This design comes from an exercise in tuning for small area and a short achievable clock period on the open sky130 flow, not from production work.
RTL that was checked went through simulation tests only; none was proved equivalent to the original.
For runs 2 to 5, only the layout was checked, not whether the RTL still works.
Power and IR drop assume default switching activity.

**flow/config.mk**
```make
export PLATFORM = sky130hd
export DESIGN_NAME = dr_core
export DESIGN_NICKNAME = dr_core
export VERILOG_FILES = /design/flow/design.v
export SDC_FILE = /design/flow/constraint.sdc
export NUM_CORES = 4
export LEC_CHECK = 0
export CAP_MARGIN = 20
export CORE_MARGIN = 2
export CORE_UTILIZATION = 60
export CTS_BUF_LIST = sky130_fd_sc_hd__clkbuf_8
export PLACE_DENSITY = 0.75
export SETUP_SLACK_MARGIN = 1.75
export SLEW_MARGIN = 20
```
**flow/constraint.sdc**
```tcl
create_clock -name core_clock -period 3.3 [get_ports {clock_480}]
set_input_delay 0.6600 -clock core_clock [delete_from_list [all_inputs] [get_ports {clock_480}]]
set_output_delay 0.6600 -clock core_clock [all_outputs]
set_load 0.01 [all_outputs]
```
**flow/design.v**
```verilog
module CRD(
    input clock,
    input reset,
    input [4:0] data,
    output reg Z,
    output reg ADD,
    output reg DROP,
    output DROP_w
);
reg [4:0] data_r;
reg [4:0] P;                    
reg [4:0] ph;                   
wire [4:0] flag_w = data ^ {5{data_r[4]}};
wire [4:0] pick = {flag_w[2] & ~flag_w[1] & ~flag_w[0],
                   flag_w[1] & ~flag_w[0],
                   flag_w[0],
                   flag_w[4] & ~flag_w[3] & ~flag_w[2] & ~flag_w[1] & ~flag_w[0],
                   flag_w[3] & ~flag_w[2] & ~flag_w[1] & ~flag_w[0]};
wire [4:0] P_w = (data == data_r) ? P : pick;
wire [4:0] ph_w = (|P) ? P : ph;
wire ADD_w = ph[0] & P[4];
assign DROP_w = ph[4] & P[0];
always @(posedge clock) begin
    if (reset) begin
        data_r <= 5'b0;
        P <= 5'b0;
        ph <= 5'b00001;
    end else begin
        data_r <= data;
        P <= P_w;
        ph <= ph_w;
    end
    Z <= ADD_w ^ (|(data_r & ph_w));
    ADD <= ADD_w;
    DROP <= DROP_w;
end
endmodule
module ad_fifo #(parameter N = 41)
(
    input  Clock, Reset,
    input  Z, Add, Drop, DropNext,
    output reg Underflow, Overflow, Data
);
localparam M = N / 2;           
reg [N-1:2] e_q, f_q;           
reg [N-1:1] d_q;
reg a1, z1;                     
reg [N-1:0] h;                  
reg T;                          
reg [4:0] lf;                   
reg go;                         
wire [N-1:0] mask = ~({{(N-1){1'b0}}, ~go} << M);
wire [N-1:0] d = {d_q, Drop} & mask;
wire [N-1:0] e = {e_q, a1 | (Add & d_q[1]), Add};
wire [N-1:0] f = {f_q, d_q[1] ? Z : z1, ~Drop & Z};
wire [N-1:0] hs = (h & ~d) | ({1'b0, h[N-1:1]} & {1'b0, d[N-1:1]});
wire [N-1:0] h_n = T ? {h[N-2:0], 1'b0} : hs;
wire T_n = go & ~T & (|(h & e));
wire data_n = T ? ~Data & ~Overflow : go & (|(h & f));
wire under_n = ~T & hs[0] & ~Add & DropNext;
wire over_n = ~T & h[N-1] & e[N-1] & ~d[N-1];
always @(posedge Clock) begin
    e_q <= e[N-2:1];
    f_q <= f[N-2:1];
    a1 <= Add;
    z1 <= Z;
    d_q <= {d_q[N-2:1], Drop};
    if (Reset) begin
        h <= {{(N-1){1'b0}}, 1'b1} << M;
        T <= 1'b0;
        lf <= 5'b00001;
        go <= 1'b0;
        Data <= 1'b0;
        Underflow <= 1'b0;
        Overflow <= 1'b0;
    end else begin
        h <= h_n;
        T <= T_n;
        lf <= {lf[3:0], lf[4] ^ lf[2]};
        go <= go | (lf == LF21);
        Data <= data_n;
        Underflow <= under_n;
        Overflow <= over_n;
    end
end
localparam [4:0] LF21 = 5'b11011;
endmodule
module dr_core
(
    input        clock_480,
    input        reset,
    input  [4:0] data_in,
    output       data_out,
    output       underflow,
    output       overflow
);
wire z_crd, add_crd, drop_crd, drop_next;
CRD crd(
    .clock(clock_480),
    .reset(reset),
    .data(data_in),
    .Z(z_crd),
    .ADD(add_crd),
    .DROP(drop_crd),
    .DROP_w(drop_next)
);
ad_fifo #(.N(41)) fifo
(
    .Clock(clock_480),
    .Reset(reset),
    .Z(z_crd),
    .Add(add_crd),
    .Drop(drop_crd),
    .DropNext(drop_next),
    .Underflow(underflow),
    .Overflow(overflow),
    .Data(data_out)
);
endmodule
```
**flow/run.sh**
```bash
#!/bin/bash
# synth_recipe.tcl (not shown) runs the flow's synth.tcl, then flattens the netlist and writes it again
# the make line also repeats each setting of config.mk as NAME=value (left out here)
make -C /OpenROAD-flow-scripts/flow DESIGN_CONFIG=/design/flow/config.mk WORK_HOME=/design/flow/orfs CLKGATE_MAP_FILE= SYNTH_SCRIPT=/design/flow/synth_recipe.tcl finish
```
==> results.txt, run 1 <==
post-synthesis adder-cell area fraction 0; CORE AREA approximately 9300 µm²; Post-Route WL around 12 mm; # nets final 561; PortBufs 9; Compound-Gate Fraction of Synth Area 0.1546; routability cong. between 0.8 and 0.9; CP max stage cell dfxtp_2; total of max-cap violations 0; global-route wire length before repair between 15 and 20 mm; R2R Path End fifo.Data; Worst setup EP type output port; Finished Layout Cells 696; pin count of the biggest net entering global routing 50; final period utilization 0.4739; Final HPWL DP between 8 and 9 mm; Reg2Reg Depth 3; startpoint types flop; Pint approximately 3300 µW; Post-route DRC 0; Peak Freq 639.5 MHz; count of final setup violators 0; Reg clk slew, reported paths around 0.09 ns; Synth Area in XOR/XNOR 0.01218; Initial Util 0.6198; Hold WS roughly 0.35 ns; RR Startpoint fifo.T; critical path endpoint overflow; H-tree Lvls 4; clk latency of the worst-skew pair approximately 0.46 ns; vias in the first global route 3600; number of synthesized flops with an enable pin 0; VDD IR max roughly 0.4 mV; leakage ~0.0023 µW; Synth-to-Final Area Change 11.57%; Rel. slew slack 0.6627; initial antenna violation count 0; Synth Flop Type dfxtp_1; mux cell area share after synthesis 0.001957; CP arrival 0.90 ns; Final ANT Viol Nets 0; Final min period approximately 1.6 ns; Fill cells just over 700; crit path buf inv count 1; largest family of logic cells by synthesized area simple AND/OR/NAND/NOR gates; Critical Setup Path Class flop to output port; Die Y between 100 and 150 µm; proportion of power drawn by the clock network 0.382; pre-CTS setup slack about 1.2 ns; Clock Tree Buf Depth 2; I/O pins 10; DR iter-0 viols around 250; Inserted Clock Buffers 17; Async SR Flop Fraction 0; CTS tree built; Worst EP required ~2.6 ns; syn avg cell area approximately 11 µm²; WHS Path Cells 0; final core utilization 0.6915; worst path cell trace buf_6; routed length per placed instance around 17 µm; Switching Share 0.2239; Hold Buf Count CTS 0; Pwr Density between 600 and 700 nW/µm²; CP Depth 1; Die ar. 10390 µm²; Hold Path Class flop to flop; largest delay contributor family on the critical path flip-flops; Yosys cell types 38; die width around 100 µm; Total GRT Usage 0.2385; FP Rows 35; Inst Count DP 663; Ys Warns 2; synthesized-area fraction occupied by and/or/nand/nor cells 0.1566; CTS root buf clkbuf_8; drt pass-1 iters 5; Vias between 3000 and 4000; switching power around 940 µW; area occupied by multi-input gates ~1900 µm²; post-synthesis sequential area ratio 0.6575; layout cell share with drive strength beyond 1 0.09171; worst-margin pin slew between 0.5 and 0.6 ns; sequential share of power 0.597; register area about 3800 µm²; status complete, no violations; antenna diode count 0; Syn Inst Count roughly 540; R2R setup slack 1.86 ns; flops & latches, synth 189; TNS Setup 0 ns; final max-slew violation count 0; GRT Residual Overflow 0; # clock sinks ~190; crit-path max cell delay ~0.35 ns; PnR worst setup slack ~1.7 ns; Final Hold Viols 0; Setup Skew between 0.01 and 0.015 ns; mapped cell area between 5000 and 6000 µm²; Vias/cell 5.603; Critical Path Fanout Max 2; crit path launch fifo.Overflow; RSZ-0062 raised after global routing yes; Combinational Power Share 0.021; Synthesized Nets roughly 550
-- cells by family (layout without fill, tap and decap cells) --
| kind of cell | after synthesis | after routing |
|---|---|---|
| flops | 189 | 189 |
| simple gates | 181 | 181 |
| compound gates | 142 | 142 |
| buf+inv | 21 | 46 |
| xor+xnor | 8 | 8 |
| mux | 1 | 1 |
-- state kept, by name, indices dropped and copies added (netlist names), 5 cells and up --
| signal | count |
|---|---|
| crd.P | 5 |
| fifo.e_q | 39 |
| crd.data_r | 5 |
| fifo.d_q | 40 |
| fifo.h | 41 |
| fifo.lf | 5 |
| fifo.f_q | 39 |
| crd.ph | 5 |
-- repair_timing --
item	CTS	global route
setup endpoints to repair	27	25
pin swaps	0	0
buffers inserted	0	1
gates resized for setup	15	12
-- cell usage after synthesis, drive strengths merged, types with 2 or more instances --
cell    instances  share of area
a211o           2         0.0030
a211oi          3         0.0039
a21o            2         0.0026
a21oi          86          0.075
a221oi         10          0.016
a22o            9          0.014
a22oi          24          0.031
a31oi           3         0.0033
and2            3         0.0033
and3            2         0.0022
and4            3         0.0046
buf             7         0.0080
clkbuf         12         0.0078
dfxtp         189           0.66
inv             2         0.0013
nand2          50          0.033
nand2b         40          0.043
nand3           3         0.0026
nand4           4         0.0043
nor2           50          0.033
nor2b           9         0.0098
nor3            5         0.0043
nor4            5         0.0054
xnor2           8          0.012
-- final cells by class --
class,instances,share of cell area
tap,129,0.02514
clock buffer,19,0.04073
clock inverter,13,0.02729
inverter,2,0.001169
timing repair buffer,12,0.01929
sequential,189,0.5903
multi-input combinational,332,0.2960
-- worst min path at each step --
stage,start,endpoint,slack [ns]
3_5_place_dp,crd.DROP,fifo.d_q[1],0.34
4_1_cts,fifo.d_q[35],fifo.d_q[36],0.35
2_1_floorplan,crd.DROP,fifo.d_q[1],0.32
5_1_grt,fifo.e_q[9],fifo.e_q[10],0.35
3_3_place_gp,crd.DROP,fifo.d_q[1],0.33
6_report,crd.DROP,fifo.d_q[1],0.35
-- routing by layer --
layer | global-route usage | up-vias | part of all wire
met3 | 0.06498 | 24 | 0.050
met2 | 0.3684 | 112 | 0.47
li1 | - | 1923 | -
met1 | 0.3204 | 1841 | 0.46
met5 | 0 | - | 0
met4 | 0.09641 | 0 | 0.020
-- stage by stage --
stage | area (µm²) | total power (µW)
final | 6420 | 4216
after global routing | 6420 | 4361
after CTS | 6357 | 4239
after detailed placement | 5926 | 2648
after global placement | 5926 | 2642
after floorplan | 5754 | 2596
-- cell usage in the layout (no fill, tap or decap), drive strengths merged, types with 2 or more instances in the layout --
cell         instances
dlygate4sd2          3
a211o                2
inv                  9
and2                 3
a221oi              10
nand2b              40
nor2b                9
nor3                 5
a211oi               3
bufinv               3
clkbuf              19
a21oi               86
a31oi                3
nor2                50
a22oi               24
buf                  7
and3                 2
xnor2                8
clkinvlp             2
a22o                 9
nor4                 5
a21o                 2
nand4                4
nand3                3
nand2               50
and4                 3
dfxtp              189
-- power groups by stage --
stage / Sequential [µW] / Clock (µW) / Combinational, µW
2_1_floorplan: 2530 / 0 / 68.4
3_3_place_gp: 2560 / 0 / 81.7
3_5_place_dp: 2560 / 0 / 83.7
4_1_cts: 2510 / 1640 / 83.8
5_1_grt: 2530 / 1730 / 96.2
6_report: 2520 / 1610 / 86.9
==> run 2: changes to the inputs <==
--- a/flow/design.v
+++ b/flow/design.v
@@ -5,7 +5,9 @@
     output reg Z,
     output reg ADD,
     output reg DROP,
-    output DROP_w
+    output DROP_w,
+    output ADD_w,
+    output Z_w
 );
 reg [4:0] data_r;
 reg [4:0] P;                    
@@ -18,7 +20,8 @@
                    flag_w[3] & ~flag_w[2] & ~flag_w[1] & ~flag_w[0]};
 wire [4:0] P_w = (data == data_r) ? P : pick;
 wire [4:0] ph_w = (|P) ? P : ph;
-wire ADD_w = ph[0] & P[4];
+assign ADD_w = ph[0] & P[4];
+assign Z_w = ADD_w ^ (|(data_r & ph_w));
 assign DROP_w = ph[4] & P[0];
 always @(posedge clock) begin
     if (reset) begin
@@ -30,7 +33,7 @@
         P <= P_w;
         ph <= ph_w;
     end
-    Z <= ADD_w ^ (|(data_r & ph_w));
+    Z <= Z_w;
     ADD <= ADD_w;
     DROP <= DROP_w;
 end
@@ -38,21 +41,21 @@
 module ad_fifo #(parameter N = 41)
 (
     input  Clock, Reset,
-    input  Z, Add, Drop, DropNext,
+    input  Z, Add, Drop, DropNext, AddNext, ZNext,
     output reg Underflow, Overflow, Data
 );
 localparam M = N / 2;           
-reg [N-1:2] e_q, f_q;           
-reg [N-1:1] d_q;
-reg a1, z1;                     
+reg [N-1:1] e_q, f_q, d_q;      
 reg [N-1:0] h;                  
 reg T;                          
 reg [4:0] lf;                   
 reg go;                         
 wire [N-1:0] mask = ~({{(N-1){1'b0}}, ~go} << M);
 wire [N-1:0] d = {d_q, Drop} & mask;
-wire [N-1:0] e = {e_q, a1 | (Add & d_q[1]), Add};
-wire [N-1:0] f = {f_q, d_q[1] ? Z : z1, ~Drop & Z};
+wire [N-1:0] e = {e_q, Add};            
+wire [N-1:0] f = {f_q, ~Drop & Z};      
+wire e0 = Add | (AddNext & Drop);       
+wire f0 = Drop ? ZNext : Z;             
 wire [N-1:0] hs = (h & ~d) | ({1'b0, h[N-1:1]} & {1'b0, d[N-1:1]});
 wire [N-1:0] h_n = T ? {h[N-2:0], 1'b0} : hs;
 wire T_n = go & ~T & (|(h & e));
@@ -60,10 +63,8 @@
 wire under_n = ~T & hs[0] & ~Add & DropNext;
 wire over_n = ~T & h[N-1] & e[N-1] & ~d[N-1];
 always @(posedge Clock) begin
-    e_q <= e[N-2:1];
-    f_q <= f[N-2:1];
-    a1 <= Add;
-    z1 <= Z;
+    e_q <= {e_q[N-2:1], e0};
+    f_q <= {f_q[N-2:1], f0};
     d_q <= {d_q[N-2:1], Drop};
     if (Reset) begin
         h <= {{(N-1){1'b0}}, 1'b1} << M;
@@ -94,7 +95,7 @@
     output       underflow,
     output       overflow
 );
-wire z_crd, add_crd, drop_crd, drop_next;
+wire z_crd, add_crd, drop_crd, drop_next, add_next, z_next;
 CRD crd(
     .clock(clock_480),
     .reset(reset),
@@ -102,7 +103,9 @@
     .Z(z_crd),
     .ADD(add_crd),
     .DROP(drop_crd),
-    .DROP_w(drop_next)
+    .DROP_w(drop_next),
+    .ADD_w(add_next),
+    .Z_w(z_next)
 );
 ad_fifo #(.N(41)) fifo
 (
@@ -112,6 +115,8 @@
     .Add(add_crd),
     .Drop(drop_crd),
     .DropNext(drop_next),
+    .AddNext(add_next),
+    .ZNext(z_next),
     .Underflow(underflow),
     .Overflow(overflow),
     .Data(data_out)
==> run 2 against run 1 <==
- first-iteration DRC count fell by 11%
- synthesized area fell by 0.41%
- flip-flop and latch count did not move
- core utilization rose by 1.3 points
- design area rose by 1.4%
- total power fell by 4.6%
- maximum frequency fell by 2.5%
- count of clock-buffer cells in the layout fell by 2
==> results.txt, run 2 <==
routability cong. 0.9011 (was 0.8865); status complete, no violations (unchanged); # nets final 570 (was 561); CP max stage cell dfxtp_2 (unchanged); Final Hold Viols 0 (unchanged); Final HPWL DP 8.292 mm (was 8.127 mm); Worst EP required 2.64 ns (about the same); count of final setup violators 0 (unchanged); Inserted Clock Buffers 17 (unchanged); grt met1 use 0.3354 (was 0.3204); vias in the first global route 3707 (was 3600); grt peak-use layer met2 (unchanged); syn avg cell area 10.55 µm² (was 10.62 µm²); Fill cells 714 (was 717); Die ar. 10350 µm² (was 10390 µm²); FP Rows 35 (unchanged); Inst Count DP 664 (was 663); pin count of the biggest net entering global routing 55 (was 50); Initial Util 0.6202 (was 0.6198); met3 Track Usage GR 0.06211 (was 0.06498); Post-route DRC 0 (unchanged); Syn Inst Count 543 (was 542); Async SR Flop Fraction 0 (unchanged); clk latency of the worst-skew pair 0.45 ns (was 0.46 ns); post-synthesis sequential area ratio 0.6603 (was 0.6575); Setup Skew 0.01102 ns (was 0.01420 ns); routed length per placed instance 17.55 µm (was 17.03 µm); Post-Route WL 12.37 mm (was 11.85 mm); largest reg by FF count fifo.h (unchanged); Post-synth top cells dfxtp_1 (189), a21oi_1 (80), nor2_1 (54) (was dfxtp_1 (189), a21oi_1 (86), nand2_1 (50), nor2_1 (50), nand2b_1 (40)); # clock sinks 189 (unchanged); die width 101.7 µm (was 101.9 µm); total of max-cap violations 0 (unchanged); CORE AREA 9240 µm² (was 9284 µm²); Die Y 101.7 µm (was 101.9 µm); Vias/cell 5.672 (was 5.603); Vias 3999 (was 3900); GRT Residual Overflow 0 (unchanged); Total GRT Usage 0.2495 (was 0.2385); Reg clk slew, reported paths 0.11 ns (was 0.09 ns); Pwr Density 618.2 nW/µm² (was 656.7 nW/µm²); final max-slew violation count 0 (unchanged); leakage 0.002455 µW (was 0.002346 µW); pre-CTS setup slack 1.118 ns (was 1.177 ns); RSZ-0062 raised after global routing yes (unchanged); leading cell type in the layout, fill and taps excluded dfxtp_1 (unchanged); final period utilization 0.4859 (was 0.4739); crit path buf inv count 1 (unchanged); CTS root buf clkbuf_8 (unchanged); layout cell share with drive strength beyond 1 0.1528 (was 0.09171); DR iter-0 viols 226 (was 254); Worst setup EP type output port (unchanged); Clock Tree Buf Depth 2 (unchanged); worst-margin pin slew 0.6382 ns (was 0.5059 ns); initial antenna violation count 0 (unchanged); Synth area leader dfxtp_1 (unchanged); PortBufs 9 (unchanged); Final min period 1.603 ns (was 1.564 ns); max FFs per register 41 (unchanged); global-route wire length before repair 19.27 mm (was 18.50 mm); Yosys cell types 44 (was 38); met2 Resource Use GR 0.4059 (was 0.3684); startpoint types flop (unchanged); Synth Flop Type dfxtp_1 (unchanged); Finished Layout Cells 705 (was 696); post-synth top area share 0.6603 (was 0.6575); PnR worst setup slack 1.697 ns (was 1.736 ns); Peak Freq 623.7 MHz (was 639.5 MHz); CP arrival 0.94 ns (was 0.90 ns); most common cell in the netlist dfxtp_1 (unchanged); Ys Warns 2 (unchanged); Final ANT Viol Nets 0 (unchanged); worst path cell trace clkbuf_2 (was buf_6); Hold Path Class flop to flop (unchanged); largest delay contributor family on the critical path flip-flops (unchanged); highest-count cells in the layout ignoring fill and taps dfxtp_1 (168), a21oi_1 (80), nor2_1 (54) (was dfxtp_1 (186), a21oi_1 (86), nor2_1 (50)); Synthesized Nets 550 (was 549); CTS tree built (unchanged); H-tree Lvls 4 (unchanged); mapped cell area 5730 µm² (was 5754 µm²); Critical Path Fanout Max 2 (unchanged); I/O pins 10 (unchanged); number of synthesized flops with an enable pin 0 (unchanged); VDD IR max 0.3826 mV (was 0.4104 mV); crit-path max cell delay 0.36 ns (was 0.35 ns); main area contributors after synthesis dfxtp_1 (66%), a21oi_1 (7.0%), nand2b_1 (4.4%), nor2_1 (3.5%), nand2_1 (2.9%) (was dfxtp_1 (66%), a21oi_1 (7.5%), nand2b_1 (4.3%), nand2_1 (3.3%), nor2_1 (3.3%)); flops & latches, synth 189 (unchanged); TNS Setup 0 ns (unchanged); Synth-to-Final Area Change 13.56% (was 11.57%); Critical Setup Path Class flop to output port (unchanged); Hold WS 0.3479 ns (was 0.3526 ns); antenna diode count 0 (unchanged); Rel. slew slack 0.5745 (was 0.6627); drt pass-1 iters 6 (was 5)
## run 2: logic make-up (layout without fill, tap and decap cells)
kind of cell    Yosys count  in the layout  synth area share
simple gates            182            182            0.1568
compound gates          140            140            0.1544
flops                   189            189            0.6603
buf+inv                  24             57           0.01616
xor+xnor                  7              7           0.01070
mux                       1              1          0.001747
## run 2: timing repair
item                                    CTS  global route
gates resized for setup                  37            25
buffers inserted                          5             4
hold buffers                              0             0
pin swaps                                 9             6
endpoints found under the setup margin   28            27
## run 2: final cells by class
type                       instances  area [µm²]  area share
clock inverter                    15       145.1     0.02230
sequential                       189        3825      0.5878
clock buffer                      17       234.0     0.03595
inverter                           5       18.77    0.002884
tap                              129       161.4     0.02480
timing repair buffer              20       168.9     0.02596
multi-input combinational        330        1954      0.3003
## run 2: path summary, 6_finish.rpt
kind / cells past startpoint / start / endpoint / slack, ns
setup / recovery: 1 / fifo.Overflow / overflow / 1.70
setup reg to reg: 5 / crd.P[2] / fifo.f_q[1] / 1.73
hold reg to reg: 0 / fifo.e_q[14] / fifo.e_q[15] / 0.35
hold / removal: 0 / fifo.e_q[14] / fifo.e_q[15] / 0.35
## run 2: routing by layer
metal / vias up / part of all wire
met5: - / 0
met2: 111 / 0.49
met3: 7 / 0.054
met1: 1941 / 0.45
li1: 1940 / -
met4: 0 / 0.0056
## run 2: through the flow
stage | power, µW | cell area (µm²) | utilization
after floorplan | 2573 | 5746 | -
after global placement | 2618 | 5924 | 0.6412
after detailed placement | 2622 | 5924 | 0.6412
after CTS | 4037 | 6401 | 0.6928
after global routing | 4152 | 6507 | 0.7043
final | 4023 | 6507 | 0.7043
## run 2: power by group
group	internal [µW]	total, µW	switching (µW)
combinational	44.3	93.9	49.5
clock	560	1440	877
sequential	2410	2490	83.6
total	3010	4020	1010
==> run 3: changes to the inputs <==
--- a/flow/config.mk
+++ b/flow/config.mk
@@ -10,5 +10,5 @@
 export CORE_UTILIZATION = 60
 export CTS_BUF_LIST = sky130_fd_sc_hd__clkbuf_8
 export PLACE_DENSITY = 0.75
-export SETUP_SLACK_MARGIN = 1.75
+export SETUP_SLACK_MARGIN = 1.9
 export SLEW_MARGIN = 20
==> run 3 against run 2 <==
- sequential share of layout area up 0.21 points
- largest power group unchanged
- sequential power is essentially flat
- cell count fell by 0.14%
- still clean on timing, DRC and antenna
- register-to-register slack worse by 0.04 ns
==> results.txt, run 3 <==
Synth area leader dfxtp_1 (unchanged); post-synth top area share 0.6603 (unchanged); Post-Route WL 11.88 mm (was 12.37 mm); syn avg cell area 10.55 µm² (unchanged); flops & latches, synth 189 (unchanged); routed length per placed instance 16.87 µm (was 17.55 µm); Vias/cell 5.551 (was 5.672); most common cell in the netlist dfxtp_1 (unchanged); TNS Setup 0 ns (unchanged); RSZ-0062 raised after global routing yes (unchanged); sequential share of power 0.626 (was 0.619); Die ar. 10350 µm² (unchanged); Clock Tree Buf Depth 2 (unchanged); CP arrival 1.96 ns (was 0.94 ns); count of final setup violators 0 (unchanged); antenna diode count 0 (unchanged); startpoint types flop (unchanged); routability cong. 0.8872 (was 0.9011); Syn Inst Count 543 (unchanged); Final Hold Viols 0 (unchanged); Final min period 1.614 ns (was 1.603 ns); DR iter-0 viols 287 (was 226); vias in the first global route 3786 (was 3707); Switching Share 0.2289 (was 0.2510); Fill cells 687 (was 714); post-place instance area 5926 µm² (was 5924 µm²); Hold Path Class flop to flop (unchanged); Yosys cell types 44 (unchanged); Critical Setup Path Class flop to flop (was flop to output port); CTS tree built (unchanged); final period utilization 0.4890 (was 0.4859); Critical Path Fanout Max 5 (was 2); Final HPWL DP 8.056 mm (was 8.292 mm); final max-slew violation count 0 (unchanged); Worst EP required 3.64 ns (was 2.64 ns); Synth-to-Final Area Change 13.30% (was 13.56%); post-synthesis sequential area ratio 0.6603 (unchanged); main area contributors after synthesis dfxtp_1 (66%), a21oi_1 (7.0%), nand2b_1 (4.4%), nor2_1 (3.5%), nand2_1 (2.9%) (unchanged); max FFs per register 41 (unchanged); pin count of the biggest net entering global routing 46 (was 55); die width 101.7 µm (unchanged); Ys Warns 2 (unchanged); worst-margin pin slew 0.4571 ns (was 0.6382 ns); total chip power 3981 µW (was 4023 µW); number of synthesized flops with an enable pin 0 (unchanged); Post-synth top cells dfxtp_1 (189), a21oi_1 (80), nor2_1 (54) (unchanged); status complete, no violations (unchanged); total of max-cap violations 0 (unchanged); PnR worst setup slack 1.686 ns (was 1.697 ns); Synth Flop Type dfxtp_1 (unchanged); layout cell share with drive strength beyond 1 0.1513 (was 0.1528); proportion of power drawn by the clock network 0.350 (was 0.357); Async SR Flop Fraction 0 (unchanged); post-layout instance area 6492 µm² (was 6507 µm²); Peak Freq 619.7 MHz (was 623.7 MHz); Inserted Clock Buffers 17 (unchanged); Worst setup EP type flop (was output port); Post-route DRC 0 (unchanged); PortBufs 9 (unchanged); I/O pins 10 (unchanged); Pint 3069 µW (was 3013 µW); Rel. slew slack 0.6953 (was 0.5745); global-route wire length before repair 19.06 mm (was 19.27 mm); drt pass-1 iters 5 (was 6); Total GRT Usage 0.2466 (was 0.2495); initial antenna violation count 0 (unchanged); Die Y 101.7 µm (unchanged); Setup Skew 0.01511 ns (was 0.01102 ns); Synthesized Nets 550 (unchanged); # nets final 569 (was 570); # clock sinks 189 (unchanged); switching power 911.2 µW (was 1010 µW); Combinational Power Share 0.024 (was 0.023); largest reg by FF count fifo.h (unchanged); Reg clk slew, reported paths 0.09 ns (was 0.11 ns); leading cell type in the layout, fill and taps excluded dfxtp_1 (unchanged); H-tree Lvls 4 (unchanged); mapped cell area 5730 µm² (unchanged); GRT Residual Overflow 0 (unchanged); leakage 0.002439 µW (was 0.002455 µW); CORE AREA 9240 µm² (unchanged); Initial Util 0.6202 (unchanged); CTS root buf clkbuf_8 (unchanged); clk latency of the worst-skew pair 0.45 ns (about the same); pre-CTS setup slack 1.120 ns (was 1.118 ns); FP Rows 35 (unchanged); VDD IR max 0.3360 mV (was 0.3826 mV); Vias 3908 (was 3999); Final ANT Viol Nets 0 (unchanged); Pwr Density 613.1 nW/µm² (was 618.2 nW/µm²); highest-count cells in the layout ignoring fill and taps dfxtp_1 (168), a21oi_1 (80), nor2_1 (54) (unchanged); Hold Buf Count CTS 0 (unchanged)
run 3: cell counts after synthesis:
Identical to the previous run, type by type.
run 3: cell families after synthesis:
logic type | count (synthesis) | share of synthesized area
multiplexers | 1 | 0.001747
XOR/XNOR | 7 | 0.01070
buffers and inverters | 24 | 0.01616
flip-flops | 189 | 0.6603
AND/OR/NAND/NOR | 182 | 0.1568
AO/OA/AOI/OAI | 140 | 0.1544
run 3: path summary, 6_finish.rpt:
path / from / end / slack [ns] / cells after the start
setup / recovery: crd.P[4] / fifo.f_q[1] / 1.69 / 5
hold / removal: fifo.f_q[26] / fifo.f_q[27] / 0.35 / 0
setup reg to reg: crd.P[4] / fifo.f_q[1] / 1.69 / 5
hold reg to reg: fifo.f_q[26] / fifo.f_q[27] / 0.35 / 0
run 3: per-stage QoR:
stage / hold WS (ns) / utilization / instances
floorplan: 0.3304 / - / 543
global route: 0.3600 / 0.7026 / 704
finish: 0.3542 / 0.7026 / 704
global placement: 0.3335 / 0.6413 / 664
detailed placement: 0.3359 / 0.6413 / 664
CTS: 0.3533 / 0.6936 / 700
run 3: routing by layer:
metal	vias to the layer above	wire length [µm]	global-route usage
met4	0	191	0.09252
met2	102	5490	0.3785
met1	1853	5556	0.3375
met5	-	0	0
li1	1936	-	-
met3	17	641	0.06349
run 3: area by class of cell:
type	count	area, µm²	share of cell area
Multi-Input combinational cell	330	1958	0.3016
Clock inverter	14	118.9	0.01831
Clock buffer	18	247.7	0.03816
Tap cell	129	161.4	0.02486
Inverter	5	18.77	0.002891
Timing Repair Buffer	19	157.7	0.02428
Sequential cell	189	3830	0.5899
run 3: timing repair:
item / in CTS / in global routing
setup buffers: 4 / 4
resized for setup: 57 / 18
endpoints found under the setup margin: 36 / 56
pin swaps: 16 / 15
run 3: critical path, stage by stage, from the launching register on:
cell	delay, ns
dfxtp_4	0.39
nor2_4	0.04
a31o_1	0.21
a222oi_1	0.45
nand3_1	0.18
a31o_1	0.24
run 3: power groups by stage:
stage,clock (µW),combinational [µW],sequential (µW)
6_report,1390,94.1,2490
4_1_cts,1420,87.4,2490
5_1_grt,1520,104,2500
2_1_floorplan,0,66.4,2510
3_5_place_dp,0,83.5,2540
3_3_place_gp,0,81.4,2540
==> run 4: changes to the inputs <==
--- a/flow/design.v
+++ b/flow/design.v
@@ -45,40 +45,63 @@
     output reg Underflow, Overflow, Data
 );
 localparam M = N / 2;           
+localparam NG = (N + 6) / 7;    
 reg [N-1:1] e_q, f_q, d_q;      
-reg [N-1:0] h;                  
+reg [NG-1:0] G;
+reg [6:0] J;
 reg T;                          
+reg dn;                         
 reg [4:0] lf;                   
 reg go;                         
-wire [N-1:0] mask = ~({{(N-1){1'b0}}, ~go} << M);
-wire [N-1:0] d = {d_q, Drop} & mask;
+wire [N-1:0] d = {d_q, Drop};
 wire [N-1:0] e = {e_q, Add};            
 wire [N-1:0] f = {f_q, ~Drop & Z};      
 wire e0 = Add | (AddNext & Drop);       
 wire f0 = Drop ? ZNext : Z;             
-wire [N-1:0] hs = (h & ~d) | ({1'b0, h[N-1:1]} & {1'b0, d[N-1:1]});
-wire [N-1:0] h_n = T ? {h[N-2:0], 1'b0} : hs;
-wire T_n = go & ~T & (|(h & e));
-wire data_n = T ? ~Data & ~Overflow : go & (|(h & f));
-wire under_n = ~T & hs[0] & ~Add & DropNext;
-wire over_n = ~T & h[N-1] & e[N-1] & ~d[N-1];
+wire [N-1:0] D;
+genvar i;
+generate
+    for (i = 0; i < N; i = i + 1) begin : g_dec
+        assign D[i] = G[i / 7] & J[i % 7];
+    end
+endgenerate
+wire go_n = go | (lf == LF21);
+wire add_hit = |(D & e);
+wire out_bit = |(D & f);
+wire d0 = |(D & d);                           
+wire d1 = |(D & {d[N-2:0], DropNext});             
+wire d2 = |(D[N-1:1] & {d[N-3:0], DropNext});       
+wire right = T, left = ~T & dn;
+wire T_n = go & ~T & add_hit;
+wire data_n = T ? ~Data & ~Overflow : go & out_bit;
+wire dn_n = go_n & (T ? d0 : dn ? d2 : d1);
+wire under_n = ~T & ((D[0] & ~dn) | (D[1] & dn)) & ~Add & DropNext;
+wire over_n = ~T & D[N-1] & add_hit & ~dn;
+wire [6:0] J_n = right ? {J[5:0], J[6]} : left ? {J[0], J[6:1]} : J;
+wire [NG-1:0] G_n = (right & D[N-1]) ? {NG{1'b0}} :
+                    (right & J[6]) ? {G[NG-2:0], 1'b0} :
+                    (left & J[0]) ? {1'b0, G[NG-1:1]} : G;
 always @(posedge Clock) begin
     e_q <= {e_q[N-2:1], e0};
     f_q <= {f_q[N-2:1], f0};
     d_q <= {d_q[N-2:1], Drop};
     if (Reset) begin
-        h <= {{(N-1){1'b0}}, 1'b1} << M;
+        G <= {{(NG-1){1'b0}}, 1'b1} << (M / 7);
+        J <= 7'b1 << (M % 7);
         T <= 1'b0;
+        dn <= 1'b0;
         lf <= 5'b00001;
         go <= 1'b0;
         Data <= 1'b0;
         Underflow <= 1'b0;
         Overflow <= 1'b0;
     end else begin
-        h <= h_n;
+        G <= G_n;
+        J <= J_n;
         T <= T_n;
+        dn <= dn_n;
         lf <= {lf[3:0], lf[4] ^ lf[2]};
-        go <= go | (lf == LF21);
+        go <= go_n;
         Data <= data_n;
         Underflow <= under_n;
         Overflow <= over_n;
==> run 4 against run 3 <==
- register-to-register slack got worse by 0.12 ns
- critical path depth rose by 1
- synthesized cell count fell by 5.9%
- non-clock buffer count rose by 40
- maximum frequency fell by 6.8%
- combinational power rose by 16%
- total power fell by 4.3%
- wire length rose by 27%
- global-route usage rose by 5.8 points
- largest power group unchanged
==> results.txt, run 4 <==
Final min period 1.732 ns (was 1.614 ns); Vias 4550 (was 3908); Ys Warns 2 (unchanged); crit path buf inv count 1 (was 0); drt pass-1 iters 7 (was 5); leakage 0.002563 µW (was 0.002439 µW); crit-path max cell delay 0.40 ns (was 0.45 ns); FP Rows 34 (was 35); syn avg cell area 10.78 µm² (was 10.55 µm²); DR iter-0 viols 407 (was 287); Vias/cell 6.801 (was 5.551); Synth Flop Type dfxtp_1 (unchanged); met3 Track Usage GR 0.06755 (was 0.06349); pre-CTS setup slack 1.076 ns (was 1.120 ns); Post-synth top cells dfxtp_1 (162), a22oi_1 (50), a22o_1 (30) (was dfxtp_1 (189), a21oi_1 (80), nor2_1 (54)); Inserted Clock Buffers 17 (unchanged); count of final setup violators 0 (unchanged); startpoint types flop (unchanged); vias in the first global route 4397 (was 3786); highest-count cells in the layout ignoring fill and taps dfxtp_1 (140), a22oi_1 (48), buf_4 (43) (was dfxtp_1 (168), a21oi_1 (80), nor2_1 (54)); Initial Util 0.6255 (was 0.6202); Finished Layout Cells 669 (was 704); met2 Resource Use GR 0.4828 (was 0.3785); Combinational Power Share 0.029 (was 0.024); antenna diode count 0 (unchanged); Die ar. 9962 µm² (was 10350 µm²); Yosys cell types 54 (was 44); global-route wire length before repair 23.18 mm (was 19.06 mm); Synth area leader dfxtp_1 (unchanged); die width 99.81 µm (was 101.7 µm); Total GRT Usage 0.3046 (was 0.2466); VDD IR max 0.3489 mV (was 0.3360 mV); grt met1 use 0.3821 (was 0.3375); total chip power 3808 µW (was 3981 µW); Peak Freq 577.4 MHz (was 619.7 MHz); Async SR Flop Fraction 0 (unchanged); GRT Residual Overflow 0 (unchanged); Critical Setup Path Class flop to flop (unchanged); PnR worst setup slack 1.568 ns (was 1.686 ns); largest delay contributor family on the critical path compound AO/OA/AOI/OAI gates (unchanged); most common cell in the netlist dfxtp_1 (unchanged); CP arrival 2.05 ns (was 1.96 ns); CP max stage cell a2111oi_4 (was a222oi_1); Inst Count DP 593 (was 664); TNS Setup 0 ns (unchanged); PortBufs 9 (unchanged); CORE AREA 8806 µm² (was 9240 µm²); final max-slew violation count 0 (unchanged); flops & latches, synth 162 (was 189); Switching Share 0.2329 (was 0.2289); Worst EP required 3.62 ns (was 3.64 ns); final core utilization 0.7559 (was 0.7026); worst path cell trace buf_12 -> a22oi_1 -> nand2_1 -> a2111oi_4 -> nand4_1 -> and4_1 (was nor2_4 -> a31o_1 -> a222oi_1 -> nand3_1 -> a31o_1); Critical Path Fanout Max 13 (was 5); layout cell share with drive strength beyond 1 0.2531 (was 0.1513); Clock Tree Buf Depth 2 (unchanged); Worst setup EP type flop (unchanged); Largest regs fifo.d_q (40), fifo.e_q (40), fifo.f_q (40); Pwr Density 572.1 nW/µm² (was 613.1 nW/µm²); Post-Route WL 15.06 mm (was 11.88 mm); pin count of the biggest net entering global routing 26 (was 46); Final HPWL DP 8.141 mm (was 8.056 mm); Final Hold Viols 0 (unchanged); post-synthesis sequential area ratio 0.5888 (was 0.6603); post-synth top area share 0.5888 (was 0.6603); switching power 887.0 µW (was 911.2 µW); Hold Path Class flop to flop (unchanged); routed length per placed instance 22.51 µm (was 16.87 µm); H-tree Lvls 4 (unchanged); Synth-to-Final Area Change 20.85% (was 13.30%); leading cell type in the layout, fill and taps excluded dfxtp_1 (unchanged); worst-margin pin slew 0.5255 ns (was 0.4571 ns); Die Y 99.81 µm (was 101.7 µm); Reg clk slew, reported paths 0.09 ns (about the same); total of max-cap violations 0 (unchanged); mapped cell area 5508 µm² (was 5730 µm²); Setup Skew 0.01380 ns (was 0.01511 ns); status complete, no violations (unchanged); # nets final 555 (was 569); main area contributors after synthesis dfxtp_1 (59%), a22oi_1 (6.8%), a22o_1 (4.8%), nand3_1 (2.5%), a222oi_1 (2.2%) (was dfxtp_1 (66%), a21oi_1 (7.0%), nand2b_1 (4.4%), nor2_1 (3.5%), nand2_1 (2.9%)); Post-route DRC 0 (unchanged); Syn Inst Count 511 (was 543); Synthesized Nets 518 (was 550); Final ANT Viol Nets 0 (unchanged); CTS tree built (unchanged); CTS root buf clkbuf_8 (unchanged); clk latency of the worst-skew pair 0.44 ns (was 0.45 ns); I/O pins 10 (unchanged); RSZ-0062 raised after global routing yes (unchanged); sequential share of power 0.563 (was 0.626); routability cong. 0.9359 (was 0.8872); Fill cells 555 (was 687); proportion of power drawn by the clock network 0.408 (was 0.350); Hold Buf Count CTS 0 (unchanged); number of synthesized flops with an enable pin 0 (unchanged); # clock sinks 162 (was 189); grt peak-use layer met2 (unchanged); Pint 2921 µW (was 3069 µW); Rel. slew slack 0.6496 (was 0.6953); initial antenna violation count 0 (unchanged); final period utilization 0.5248 (was 0.4890)
[run 4: changes by cell type after synthesis, moves of 21 or more]
cell	before	now
a21oi_1	80	16
nand2b_1	40	3
a22oi_1	17	50
nor2_1	54	24
dfxtp_1	189	162
nand2_1	45	22
nand3_1	6	27
[run 4: final timing paths]
path | depth (start not counted) | slack (ns) | from | end
max | 6 | 1.57 | fifo.J[6] | fifo.dn
min | 0 | 0.35 | fifo.f_q[39] | fifo.f_q[40]
max reg2reg | 6 | 1.57 | fifo.J[6] | fifo.dn
min reg2reg | 0 | 0.35 | fifo.f_q[39] | fifo.f_q[40]
[run 4: per-layer routing]
metal	share of wire	routed length [µm]	vias up
li1	-	-	2000
met4	0.065	977	0
met3	0.093	1397	98
met2	0.46	6919	328
met1	0.38	5765	2124
met5	0	0	-
[run 4: cell families (layout without fill, tap and decap cells)]
family | Yosys count | in the layout | synth area share
compound gates | 155 | 155 | 0.2210
flops | 162 | 162 | 0.5888
buf+inv | 51 | 101 | 0.04157
xor+xnor | 7 | 7 | 0.01113
mux | 13 | 13 | 0.02385
simple gates | 123 | 123 | 0.1136
[run 4: stage by stage]
step	area [µm²]	hold slack [ns]
2_1_floorplan	5589	0.3242
3_3_place_gp	5608	0.3300
3_5_place_dp	5608	0.3298
4_1_cts	6444	0.3404
5_1_grt	6656	0.3517
6_report	6656	0.3457
[run 4: what timing repair did]
action | in CTS | in global routing
endpoints found under the setup margin | 43 | 17
buffers inserted | 31 | 13
gates resized for setup | 83 | 28
pin swaps | 14 | 11
[run 4: layout make-up]
class,count,area [µm²],share of cell area
Multi-Input combinational cell,298,2205,0.3312
Timing Repair Buffer,59,523.0,0.07857
Clock buffer,18,247.7,0.03722
Sequential cell,162,3316,0.4981
Clock inverter,14,192.7,0.02895
Inverter,10,37.54,0.005639
Tap cell,108,135.1,0.02030
[run 4: power by group through the flow]
stage | registers, µW | logic [µW] | clock network [µW]
floorplan | 2170 | 72.0 | 0
global placement | 2200 | 89.4 | 0
detailed placement | 2200 | 91.6 | 0
CTS | 2140 | 96.8 | 1560
global route | 2160 | 120 | 1650
finish | 2150 | 109 | 1550
==> run 5: changes to the inputs <==
==> flow/design.v (replaced) <==
module CRD(
    input clock,
    input reset,
    input [4:0] data,
    output reg Z,
    output reg ADD,
    output reg DROP,
    output DROP_w
);
reg [4:0] data_r;
reg [4:0] P;                    
reg [4:0] ph;                   
wire [4:0] flag_w = data ^ {5{data_r[4]}};
wire [4:0] pick = {flag_w[2] & ~flag_w[1] & ~flag_w[0],
                   flag_w[1] & ~flag_w[0],
                   flag_w[0],
                   flag_w[4] & ~flag_w[3] & ~flag_w[2] & ~flag_w[1] & ~flag_w[0],
                   flag_w[3] & ~flag_w[2] & ~flag_w[1] & ~flag_w[0]};
wire [4:0] P_w = (data == data_r) ? P : pick;
wire [4:0] ph_w = (|P) ? P : ph;
wire ADD_w = ph[0] & P[4];
assign DROP_w = ph[4] & P[0];
always @(posedge clock) begin
    if (reset) begin
        data_r <= 5'b0;
        P <= 5'b0;
        ph <= 5'b00001;
    end else begin
        data_r <= data;
        P <= P_w;
        ph <= ph_w;
    end
    Z <= ADD_w ^ (|(data_r & ph_w));
    ADD <= ADD_w;
    DROP <= DROP_w;
end
endmodule
module ad_fifo #(parameter N = 41)
(
    input  Clock, Reset,
    input  Z, Add, Drop, DropNext,
    output reg Underflow, Overflow, Data
);
localparam M = N / 2;           
localparam NG = (N + 6) / 7;    
reg [N-1:1] z_q, a_q, d_q;      
reg [NG-1:0] G;
reg [6:0] J;
reg T;
reg [4:0] lf;                   
reg go;                         
wire [N-1:0] mask = ~({{(N-1){1'b0}}, ~go} << M);
wire [N-1:0] a = {a_q, Add} & mask;
wire [N-1:0] d = {d_q, Drop} & mask;
wire [N-1:0] z = {z_q, Z};
wire [N-1:0] e = a | ({a[N-2:0], 1'b0} & d);       
wire [N-1:0] f = (d & {z[N-2:0], 1'b0}) | (~d & z);  
function sel;
    input [NG*7-1:0] v;
    input [NG-1:0] g;
    input [6:0] jj;
    integer k;
    reg [NG-1:0] s;
    begin
        for (k = 0; k < NG; k = k + 1)
            s[k] = g[k] & (|(jj & v[7*k +: 7]));
        sel = |s;
    end
endfunction
wire [NG*7-1:0] ex = e, fx = f, dx = d;
wire add_hit = sel(ex, G, J);
wire drop_hit = sel(dx, G, J);
wire out_bit = sel(fx, G, J);
wire h0 = G[0] & J[0], h1 = G[0] & J[1];
wire h40 = G[(N-1)/7] & J[(N-1)%7];
wire T_n = ~T & add_hit;
wire data_n = T ? ~Data & ~Overflow : go & out_bit;
wire under_n = ~T & ((h0 & ~d[0]) | (h1 & d[1])) & ~a[0] & DropNext;
wire over_n = ~T & h40 & a[N-1];
wire right = T, left = ~T & drop_hit;
wire [6:0] J_n = right ? {J[5:0], J[6]} : left ? {J[0], J[6:1]} : J;
wire [NG-1:0] G_n = (right & J[6]) ? {G[NG-2:0], 1'b0} :
                    (left & J[0]) ? {1'b0, G[NG-1:1]} : G;
always @(posedge Clock) begin
    z_q <= z[N-2:0];
    a_q <= {a_q[N-2:1], Add};
    d_q <= {d_q[N-2:1], Drop};
    if (Reset) begin
        G <= {{(NG-1){1'b0}}, 1'b1} << (M / 7);
        J <= 7'b1 << (M % 7);
        T <= 1'b0;
        lf <= 5'b00001;
        go <= 1'b0;
        Data <= 1'b0;
        Underflow <= 1'b0;
        Overflow <= 1'b0;
    end else begin
        G <= G_n;
        J <= J_n;
        T <= T_n;
        lf <= {lf[3:0], lf[4] ^ lf[2]};
        go <= go | (lf == LF21);
        Data <= data_n;
        Underflow <= under_n;
        Overflow <= over_n;
    end
end
localparam [4:0] LF21 = 5'b11011;
endmodule
module dr_core
(
    input        clock_480,
    input        reset,
    input  [4:0] data_in,
    output       data_out,
    output       underflow,
    output       overflow
);
wire z_crd, add_crd, drop_crd, drop_next;
CRD crd(
    .clock(clock_480),
    .reset(reset),
    .data(data_in),
    .Z(z_crd),
    .ADD(add_crd),
    .DROP(drop_crd),
    .DROP_w(drop_next)
);
ad_fifo #(.N(41)) fifo
(
    .Clock(clock_480),
    .Reset(reset),
    .Z(z_crd),
    .Add(add_crd),
    .Drop(drop_crd),
    .DropNext(drop_next),
    .Underflow(underflow),
    .Overflow(overflow),
    .Data(data_out)
);
endmodule
==> run 5 against run 4 <==
- still clean on timing, DRC and antenna
- clock skew decreased by 0.0014 ns
- core utilization decreased by 1.4 points
- sequential share of layout area increased by 0.42 points
- total power increased by 4.6%
- via count decreased by 5.1%
- register-to-register slack got worse by 0.37 ns
- clock power increased by 5%
- wire length decreased by 10%
- non-clock buffer count decreased by 22
- hold slack improved by 0.0064 ns
- first-iteration DRC count increased by 34%
==> results.txt, run 5 <==
Setup Skew 0.01241 ns (was 0.01380 ns); leakage 0.002436 µW (was 0.002563 µW); Die Y 99.38 µm (was 99.81 µm); Critical Path Fanout Max 17 (was 13); post-synthesis sequential area ratio 0.5906 (was 0.5888); synthesized-area fraction occupied by and/or/nand/nor cells 0.1252 (was 0.1136); Vias 4319 (was 4550); GRT Residual Overflow 0 (unchanged); Die ar. 9875 µm² (was 9962 µm²); Hold Path Class flop to flop (unchanged); # nets final 554 (was 555); number of synthesized flops with an enable pin 0 (unchanged); PortBufs 9 (unchanged); Yosys cell types 51 (was 54); Clock Tree Buf Depth 2 (unchanged); status complete, no violations (unchanged); worst path cell trace a222oi_1 -> nand4_1 -> a222oi_1 -> nand3_2 -> buf_6 -> buf_4 -> a2111oi_2 (was buf_12 -> a22oi_1 -> nand2_1 -> a2111oi_4 -> nand4_1 -> and4_1); I/O pins 10 (unchanged); H-tree Lvls 4 (unchanged); Critical Setup Path Class flop to flop (unchanged); mapped cell area 5458 µm² (was 5508 µm²); final max-slew violation count 0 (unchanged); post-place instance area 5654 µm² (was 5608 µm²); syn avg cell area 10.64 µm² (was 10.78 µm²); routability cong. 0.9590 (was 0.9359); Most common cell on crit path a222oi_1; crit-path max cell delay 0.46 ns (was 0.40 ns); Largest regs fifo.a_q (40), fifo.d_q (40), fifo.z_q (40) (was fifo.d_q (40), fifo.e_q (40), fifo.f_q (40)); die width 99.38 µm (was 99.81 µm); final period utilization 0.6384 (was 0.5248); Synth area leader dfxtp_1 (unchanged); post-synth top area share 0.5906 (was 0.5888); VDD IR max 0.4808 mV (was 0.3489 mV); CTS root buf clkbuf_8 (unchanged); Rel. slew slack 0.7142 (was 0.6496); Initial Util 0.6228 (was 0.6255); vias in the first global route 4101 (was 4397); Final HPWL DP 8.618 mm (was 8.141 mm); antenna diode count 0 (unchanged); Synthesized Nets 520 (was 518); Synth Flop Type dfxtp_1 (unchanged); count of final setup violators 0 (unchanged); Final min period 2.107 ns (was 1.732 ns); global-route wire length before repair 21.36 mm (was 23.18 mm); Total GRT Usage 0.2812 (was 0.3046); CORE AREA 8763 µm² (was 8806 µm²); largest delay contributor family on the critical path compound AO/OA/AOI/OAI gates (unchanged); main area contributors after synthesis dfxtp_1 (59%), mux2i_1 (6.2%), o22ai_1 (2.5%), a21oi_1 (2.5%), nand2_1 (2.3%) (was dfxtp_1 (59%), a22oi_1 (6.8%), a22o_1 (4.8%), nand3_1 (2.5%), a222oi_1 (2.2%)); initial antenna violation count 0 (unchanged); Worst setup EP type flop (unchanged); Post-route DRC 0 (unchanged); Inserted Clock Buffers 17 (unchanged); Post-Route WL 13.55 mm (was 15.06 mm); Reg clk slew, reported paths 0.09 ns (about the same); leading cell type in the layout, fill and taps excluded dfxtp_1 (unchanged); mux cell area share after synthesis 0.06442 (was 0.02385); final core utilization 0.7421 (was 0.7559); Syn Inst Count 513 (was 511); Synth Area in XOR/XNOR 0.01284 (was 0.01113); crit path buf inv count 2 (was 1); Synth-to-Final Area Change 19.17% (was 20.85%); # clock sinks 161 (was 162); Ys Warns 2 (unchanged); Peak Freq 474.7 MHz (was 577.4 MHz); Final Hold Viols 0 (unchanged); Pwr Density 612.5 nW/µm² (was 572.1 nW/µm²); clk latency of the worst-skew pair 0.45 ns (was 0.44 ns); CP max stage cell a222oi_1 (was a2111oi_4); Vias/cell 6.466 (was 6.801); Fill cells 599 (was 555); Post-synth top cells dfxtp_1 (161), mux2i_1 (34), nand2_1 (33) (was dfxtp_1 (162), a22oi_1 (50), a22o_1 (30)); FP Rows 34 (unchanged); Final ANT Viol Nets 0 (unchanged); RSZ-0062 raised after global routing yes (unchanged); Worst EP required 3.65 ns (was 3.62 ns); largest family of logic cells by synthesized area compound AO/OA/AOI/OAI gates (unchanged); layout cell share with drive strength beyond 1 0.2232 (was 0.2531); flops & latches, synth 161 (was 162); drt pass-1 iters 8 (was 7); worst-margin pin slew 0.4286 ns (was 0.5255 ns); most common cell in the netlist dfxtp_1 (unchanged); total of max-cap violations 0 (unchanged); post-synthesis adder-cell area fraction 0 (unchanged); DR iter-0 viols 546 (was 407); Hold WS 0.3521 ns (was 0.3457 ns); routed length per placed instance 20.29 µm (was 22.51 µm); pin count of the biggest net entering global routing 19 (was 26); highest-count cells in the layout ignoring fill and taps dfxtp_1 (142), mux2i_1 (34), nand2_1 (32) (was dfxtp_1 (140), a22oi_1 (48), buf_4 (43)); CP arrival 2.45 ns (was 2.05 ns); TNS Setup 0 ns (unchanged); Compound-Gate Fraction of Synth Area 0.1745 (was 0.2210); post-layout instance area 6504 µm² (was 6656 µm²); startpoint types flop (unchanged); CTS tree built (unchanged); Async SR Flop Fraction 0 (unchanged)
[run 5: cells by family (layout without fill, tap and decap cells)]
family	after synthesis	after routing
buffers and inverters	43	89
XOR/XNOR	8	8
multiplexers	35	35
AND/OR/NAND/NOR	137	138
flip-flops	161	161
AO/OA/AOI/OAI	129	129
[run 5: worst paths after layout]
path	cells after the start	startpoint	end	slack [ns]
worst max-delay path	7	fifo.J[1]	fifo.J[4]	1.19
worst min register to register	0	fifo.a_q[37]	fifo.a_q[38]	0.35
worst min-delay path	0	fifo.a_q[37]	fifo.a_q[38]	0.35
worst max register to register	7	fifo.J[1]	fifo.J[4]	1.19
[run 5: per-layer routing]
metal	GRT usage	vias to the layer above	routed length, µm
li1	-	1977	-
met1	0.3622	2070	5526
met2	0.4553	242	6579
met3	0.08433	30	1232
met4	0.09378	0	214
met5	0	-	0
[run 5: layout make-up]
type                            instances  area (µm²)  area share
Multi-Input combinational cell        310        2197      0.3378
Clock inverter                         15       222.7     0.03424
Clock buffer                           17       234.0     0.03598
Timing Repair Buffer                   37       345.3     0.05310
Tap cell                              108       135.1     0.02078
Sequential cell                       161        3267      0.5023
Inverter                               20       102.6     0.01578
[run 5: timing repair]
action / CTS / global route
hold buffers: 0 / 0
gates cloned: 2 / 0
endpoints found under the setup margin: 30 / 27
pin swaps: 7 / 10
setup buffers: 13 / 8
resized for setup: 62 / 24
[run 5: metrics by stage]
| step | setup slack (ns) | cells | power, µW |
|---|---|---|---|
| final | 1.193 | 668 | 3984 |
| after global routing | 1.099 | 668 | 4118 |
| after CTS | 1.231 | 660 | 3992 |
| after detailed placement | 0.7654 | 613 | 2393 |
| after global placement | 0.8179 | 613 | 2385 |
| after floorplan | 1.271 | 513 | 2320 |
[run 5: report_power, final]
group | leakage (µW) | internal, µW | switching, µW
registers | 0.00133 | 2080 | 109
clock network | 0.000225 | 847 | 771
logic | 0.000884 | 88.1 | 88.4
==> run 6: changes to the inputs <==
==> flow/design.v (replaced) <==
module CRD(
    input clock,
    input reset,
    input [4:0] data,
    output reg Z,
    output reg ADD,
    output reg DROP,
    output DROP_w
);
reg [4:0] data_r;
reg [4:0] P;                    
reg [4:0] ph;                   
wire [4:0] flag_w = data ^ {5{data_r[4]}};
wire [4:0] pick = {flag_w[2] & ~flag_w[1] & ~flag_w[0],
                   flag_w[1] & ~flag_w[0],
                   flag_w[0],
                   flag_w[4] & ~flag_w[3] & ~flag_w[2] & ~flag_w[1] & ~flag_w[0],
                   flag_w[3] & ~flag_w[2] & ~flag_w[1] & ~flag_w[0]};
wire [4:0] P_w = (data == data_r) ? P : pick;
wire [4:0] ph_w = (|P) ? P : ph;
wire ADD_w = ph[0] & P[4];
assign DROP_w = ph[4] & P[0];
always @(posedge clock) begin
    if (reset) begin
        data_r <= 5'b0;
        P <= 5'b0;
        ph <= 5'b00001;
        Z <= 1'b0;
        ADD <= 1'b0;
        DROP <= 1'b0;
    end else begin
        data_r <= data;
        P <= P_w;
        ph <= ph_w;
        Z <= ADD_w ^ (|(data_r & ph_w));
        ADD <= ADD_w;
        DROP <= DROP_w;
    end
end
endmodule
module ad_fifo #(parameter N = 41)
(
    input  Clock, Reset,
    input  Z, Add, Drop, DropNext,
    output reg Underflow, Overflow, Data
);
localparam M = N / 2;           
reg [N-1:2] e_q, f_q;           
reg [N-1:1] d_q;
reg a1, z1;                     
reg [N-1:0] h;                  
reg T;                          
reg go;                         
wire [N-1:0] d = {d_q, Drop};
wire [N-1:0] e = {e_q, a1 | (Add & d_q[1]), Add};
wire [N-1:0] f = {f_q, d_q[1] ? Z : z1, ~Drop & Z};
wire [N-1:0] hs = (h & ~d) | ({1'b0, h[N-1:1]} & {1'b0, d[N-1:1]});
wire [N-1:0] h_n = (T | ~go) ? {h[N-2:0], 1'b0} : hs;
wire T_n = go & ~T & (|(h & e));
wire data_n = T ? ~Data & ~Overflow : go & (|(h & f));
wire under_n = go & ~T & hs[0] & ~Add & DropNext;
wire over_n = ~T & h[N-1] & e[N-1] & ~d[N-1];
always @(posedge Clock) begin
    e_q <= e[N-2:1];
    f_q <= f[N-2:1];
    a1 <= Add;
    z1 <= Z;
    d_q <= {d_q[N-2:1], Drop};
    if (Reset) begin
        h <= {{(N-1){1'b0}}, 1'b1};
        T <= 1'b0;
        go <= 1'b0;
        Data <= 1'b0;
        Underflow <= 1'b0;
        Overflow <= 1'b0;
    end else begin
        h <= h_n;
        T <= T_n;
        go <= go | h[M-1];
        Data <= data_n;
        Underflow <= under_n;
        Overflow <= over_n;
    end
end
endmodule
module dr_core
(
    input        clock_480,
    input        reset,
    input  [4:0] data_in,
    output       data_out,
    output       underflow,
    output       overflow
);
wire z_crd, add_crd, drop_crd, drop_next;
CRD crd(
    .clock(clock_480),
    .reset(reset),
    .data(data_in),
    .Z(z_crd),
    .ADD(add_crd),
    .DROP(drop_crd),
    .DROP_w(drop_next)
);
ad_fifo #(.N(41)) fifo
(
    .Clock(clock_480),
    .Reset(reset),
    .Z(z_crd),
    .Add(add_crd),
    .Drop(drop_crd),
    .DropNext(drop_next),
    .Underflow(underflow),
    .Overflow(overflow),
    .Data(data_out)
);
endmodule
--- a/flow/config.mk
+++ b/flow/config.mk
@@ -10,5 +10,5 @@
 export CORE_UTILIZATION = 60
 export CTS_BUF_LIST = sky130_fd_sc_hd__clkbuf_8
 export PLACE_DENSITY = 0.75
-export SETUP_SLACK_MARGIN = 1.9
+export SETUP_SLACK_MARGIN = 1.75
 export SLEW_MARGIN = 20
==> run 6 against run 5 <==
- total power increased by 6.5%
- critical path depth decreased by 2
- largest cell class unchanged
- flip-flop and latch count rose by 23
- cell count fell by 5.1%
- sequential power rose by 14%
- hold slack worse by 0.0076 ns
- setup slack better by 0.49 ns
- wire length is 14% lower
- critical endpoint is now fifo.Data
- maximum frequency is 31% higher
- non-clock buffer count fell by 20
- register-to-register slack gained 0.49 ns
- core utilization down 2.4 points
==> results.txt, run 6 <==
Final ANT Viol Nets 0 (unchanged); most common cell in the netlist dfxtp_1 (unchanged); vias in the first global route 3627 (was 4101); I/O pins 10 (unchanged); crit path buf inv count 0 (was 2); PortBufs 9 (unchanged); Worst EP required 3.60 ns (was 3.65 ns); GRT Residual Overflow 0 (unchanged); Pwr Density 670.4 nW/µm² (was 612.5 nW/µm²); Ys Warns 2 (unchanged); initial antenna violation count 0 (unchanged); Critical Path Fanout Max 5 (was 17); Synth Flop Type dfxtp_1 (unchanged); Post-synth top cells dfxtp_1 (184), nor2_1 (56), a221oi_1 (49) (was dfxtp_1 (161), mux2i_1 (34), nand2_1 (33)); mapped cell area 5490 µm² (was 5458 µm²); layout cell share with drive strength beyond 1 0.2015 (was 0.2232); RSZ-0062 raised after global routing yes (unchanged); worst-margin pin slew 0.5247 ns (was 0.4286 ns); post-synthesis sequential area ratio 0.6709 (was 0.5906); met2 WL 5.461 mm (was 6.579 mm); Rel. slew slack 0.6502 (was 0.7142); Hold WS 0.3445 ns (was 0.3521 ns); final period utilization 0.4886 (was 0.6384); Synth area leader dfxtp_1 (unchanged); routability cong. 0.8555 (was 0.9590); crit-path max cell delay 0.54 ns (was 0.46 ns); Syn Inst Count 499 (was 513); Peak Freq 620.2 MHz (was 474.7 MHz); Post-Route WL 11.72 mm (was 13.55 mm); total of max-cap violations 0 (unchanged); count of final setup violators 0 (unchanged); Finished Layout Cells 634 (was 668); flops & latches, synth 184 (was 161); CP Depth 5 (was 7); leakage 0.002315 µW (was 0.002436 µW); Clock Tree Buf Depth 2 (unchanged); startpoint types flop (unchanged); drt pass-1 iters 4 (was 8); WHS Path Cells 0 (unchanged); Hold Path Class flop to flop (unchanged); largest reg by FF count fifo.h; Die ar. 9931 µm² (was 9875 µm²); Vias 3768 (was 4319); Synth-to-Final Area Change 15.25% (was 19.17%); highest-count cells in the layout ignoring fill and taps dfxtp_1 (152), nor2_1 (56), inv_1 (49) (was dfxtp_1 (142), mux2i_1 (34), nand2_1 (32)); number of synthesized flops with an enable pin 0 (unchanged); Async SR Flop Fraction 0 (unchanged); FP Rows 34 (unchanged); Synthesized Nets 506 (was 520); syn avg cell area 11.00 µm² (was 10.64 µm²); largest delay contributor family on the critical path simple AND/OR/NAND/NOR gates (was compound AO/OA/AOI/OAI gates); Final HPWL DP 7.846 mm (was 8.618 mm); post-synth top area share 0.6709 (was 0.5906); Hold EP fifo.e_q[19] (was fifo.a_q[38]); Hold Path Origin fifo.e_q[18] (was fifo.a_q[37]); Final min period 1.612 ns (was 2.107 ns); WL met1 5.569 mm (was 5.526 mm); routed length per placed instance 18.48 µm (was 20.29 µm); Vias/cell 5.943 (was 6.466); worst path cell trace a22oi_2 -> nand4_1 -> or4_1 -> o21ai_2 -> a21oi_2 (was a222oi_1 -> nand4_1 -> a222oi_1 -> nand3_2 -> buf_6 -> buf_4 -> a2111oi_2); Inst Count DP 599 (was 613); Post-route DRC 0 (unchanged); VDD IR max 0.5853 mV (was 0.4808 mV); Initial Util 0.6235 (was 0.6228); pin count of the biggest net entering global routing 46 (was 19); met3 WL 548 µm (was 1.232 mm); RR Startpoint fifo.h[12] (was fifo.J[1]); clk latency of the worst-skew pair 0.43 ns (was 0.45 ns); Max Used Layer met4 (unchanged); # nets final 522 (was 554); die width 99.66 µm (was 99.38 µm); H-tree Lvls 4 (unchanged); global-route wire length before repair 19.11 mm (was 21.36 mm); Yosys cell types 41 (was 51); # clock sinks 184 (was 161); CP arrival 1.91 ns (was 2.45 ns); max FFs per register slightly above 40; R2R setup slack 1.69 ns (was 1.19 ns); CP max stage cell or4_1 (was a222oi_1); TNS Setup 0 ns (unchanged); Reg2Reg Depth 5 (was 7); Critical Setup Path Class flop to flop (unchanged); total chip power 4242 µW (was 3984 µW); main area contributors after synthesis dfxtp_1 (67%), a221oi_1 (7.8%), nor3_1 (3.9%), nor2_1 (3.8%), inv_1 (3.3%) (was dfxtp_1 (59%), mux2i_1 (6.2%), o22ai_1 (2.5%), a21oi_1 (2.5%), nand2_1 (2.3%)); Setup Skew 0.01183 ns (was 0.01241 ns); Die Y 99.66 µm (was 99.38 µm); Largest regs fifo.h (41), fifo.d_q (40) (was fifo.a_q (40), fifo.d_q (40), fifo.z_q (40)); final max-slew violation count 0 (unchanged); CTS tree built (unchanged); Total GRT Usage 0.2522 (was 0.2812); CTS root buf clkbuf_8 (unchanged); CORE AREA 8806 µm² (was 8763 µm²); antenna diode count 0 (unchanged); status complete, no violations (unchanged); Worst setup EP type flop (unchanged); Inserted Clock Buffers 17 (unchanged); DR iter-0 viols 198 (was 546); leading cell type in the layout, fill and taps excluded dfxtp_1 (unchanged); Reg clk slew, reported paths 0.09 ns (about the same); R2R Path End fifo.Data (was fifo.J[4]); Final Hold Viols 0 (unchanged)
==> run 6: layer usage <==
layer / up-vias / global-route usage
met4: 0 / 0.07482
li1: 1818 / -
met5: - / 0
met1: 1855 / 0.3585
met2: 80 / 0.3841
met3: 15 / 0.06325
==> run 6: repair_timing <==
action | 4_1_cts | 5_1_grt
endpoints found under the setup margin | 51 | 11
hold endpoints to repair | 0 | 0
hold buffers | 0 | 0
gates resized for setup | 54 | 43
setup buffers | 3 | 2
pin swaps | 11 | 17
==> run 6: report_power, final <==
group	switching (µW)	total, µW	internal [µW]
combinational	128	242	114
clock	743	1500	762
sequential	144	2490	2350
total	1020	4240	3230
==> run 6: how the worst max path moves through the flow <==
stage,from,to
6_report,fifo.h[12],fifo.Data
3_3_place_gp,data_in[0],crd.P[0]
4_1_cts,fifo.h[14],fifo.Data
2_1_floorplan,data_in[0],crd.P[0]
3_5_place_dp,data_in[0],crd.P[1]
5_1_grt,crd.P[4],crd.Z
==> run 6: layout make-up <==
| cell class | count | area [µm²] |
|---|---|---|
| clock buffers | 18 | 247.7 |
| well taps | 108 | 135.1 |
| multi-input cells | 247 | 1724 |
| fillers | 609 | 2479 |
| clock inverters | 12 | 152.6 |
| flip-flops and latches | 184 | 3751 |
| repair buffers | 17 | 136.4 |
| inverters | 48 | 180.2 |
==> run 6: logic make-up after synthesis <==
family / after synthesis / synth area share
AO/OA/AOI/OAI: 99 / 0.1447
XOR/XNOR: 6 / 0.009573
buffers and inverters: 68 / 0.04694
flip-flops: 184 / 0.6709
multiplexers: 3 / 0.006608
AND/OR/NAND/NOR: 139 / 0.1212
==> run 6: stage by stage <==
| stage | utilization | area (µm²) | worst slack [ns] |
|---|---|---|---|
| floorplan | - | 5504 | 1.734 |
| detailed placement | 0.6431 | 5663 | 1.137 |
| global placement | 0.6431 | 5663 | 1.155 |
| CTS | 0.6993 | 6158 | 1.663 |
| finish | 0.7185 | 6327 | 1.688 |
| global route | 0.7185 | 6327 | 1.626 |

separate check: timing with driven ports:
How much do the figures lean on ideal ports? The routed layouts below were timed once more, with nothing changed but the port constraints. Step 1 sets driving cells, clkbuf_16 on the clock port and buf_2 on the other inputs (assumed; they add their load-dependent delay and slew). Step 2 moves the port delays by t, midway between the first and last clock arrival at a register: inputs arrive t later, outputs are due t later. That takes back most of the time a late clock gives input paths. Slacks: ideal ports / drivers / drivers and shift; pairs: ideal ports / drivers.
| run | shift t [ns] | setup slack, ns | hold WS [ns] | clock arrival spread, ns | pins driven straight from the clock port |
|---|---|---|---|---|---|
| run 1 | 0.484 | 1.736 / 1.701 / 1.269 | 0.353 / 0.353 / 0.353 | 0.016 / 0.016 | 1 |
| run 2 | 0.478 | 1.697 / 1.663 / 1.466 | 0.348 / 0.348 / 0.348 | 0.015 / 0.016 | 1 |
| run 3 | 0.479 | 1.686 / 1.685 / 1.520 | 0.354 / 0.354 / 0.354 | 0.016 / 0.016 | 1 |
| run 4 | 0.464 | 1.568 / 1.568 / 1.490 | 0.346 / 0.346 / 0.346 | 0.014 / 0.014 | 1 |
| run 5 | 0.480 | 1.193 / 1.193 / 1.193 | 0.352 / 0.352 / 0.352 | 0.012 / 0.012 | 1 |
| run 6 | 0.459 | 1.688 / 1.688 / 1.383 | 0.344 / 0.344 / 0.344 | 0.015 / 0.016 | 1 |
After both steps setup and hold are still met in every run listed. For run 1, which loses most, drivers alone change the setup slack by -0.035 ns; drivers and shift together by -0.467 ns.
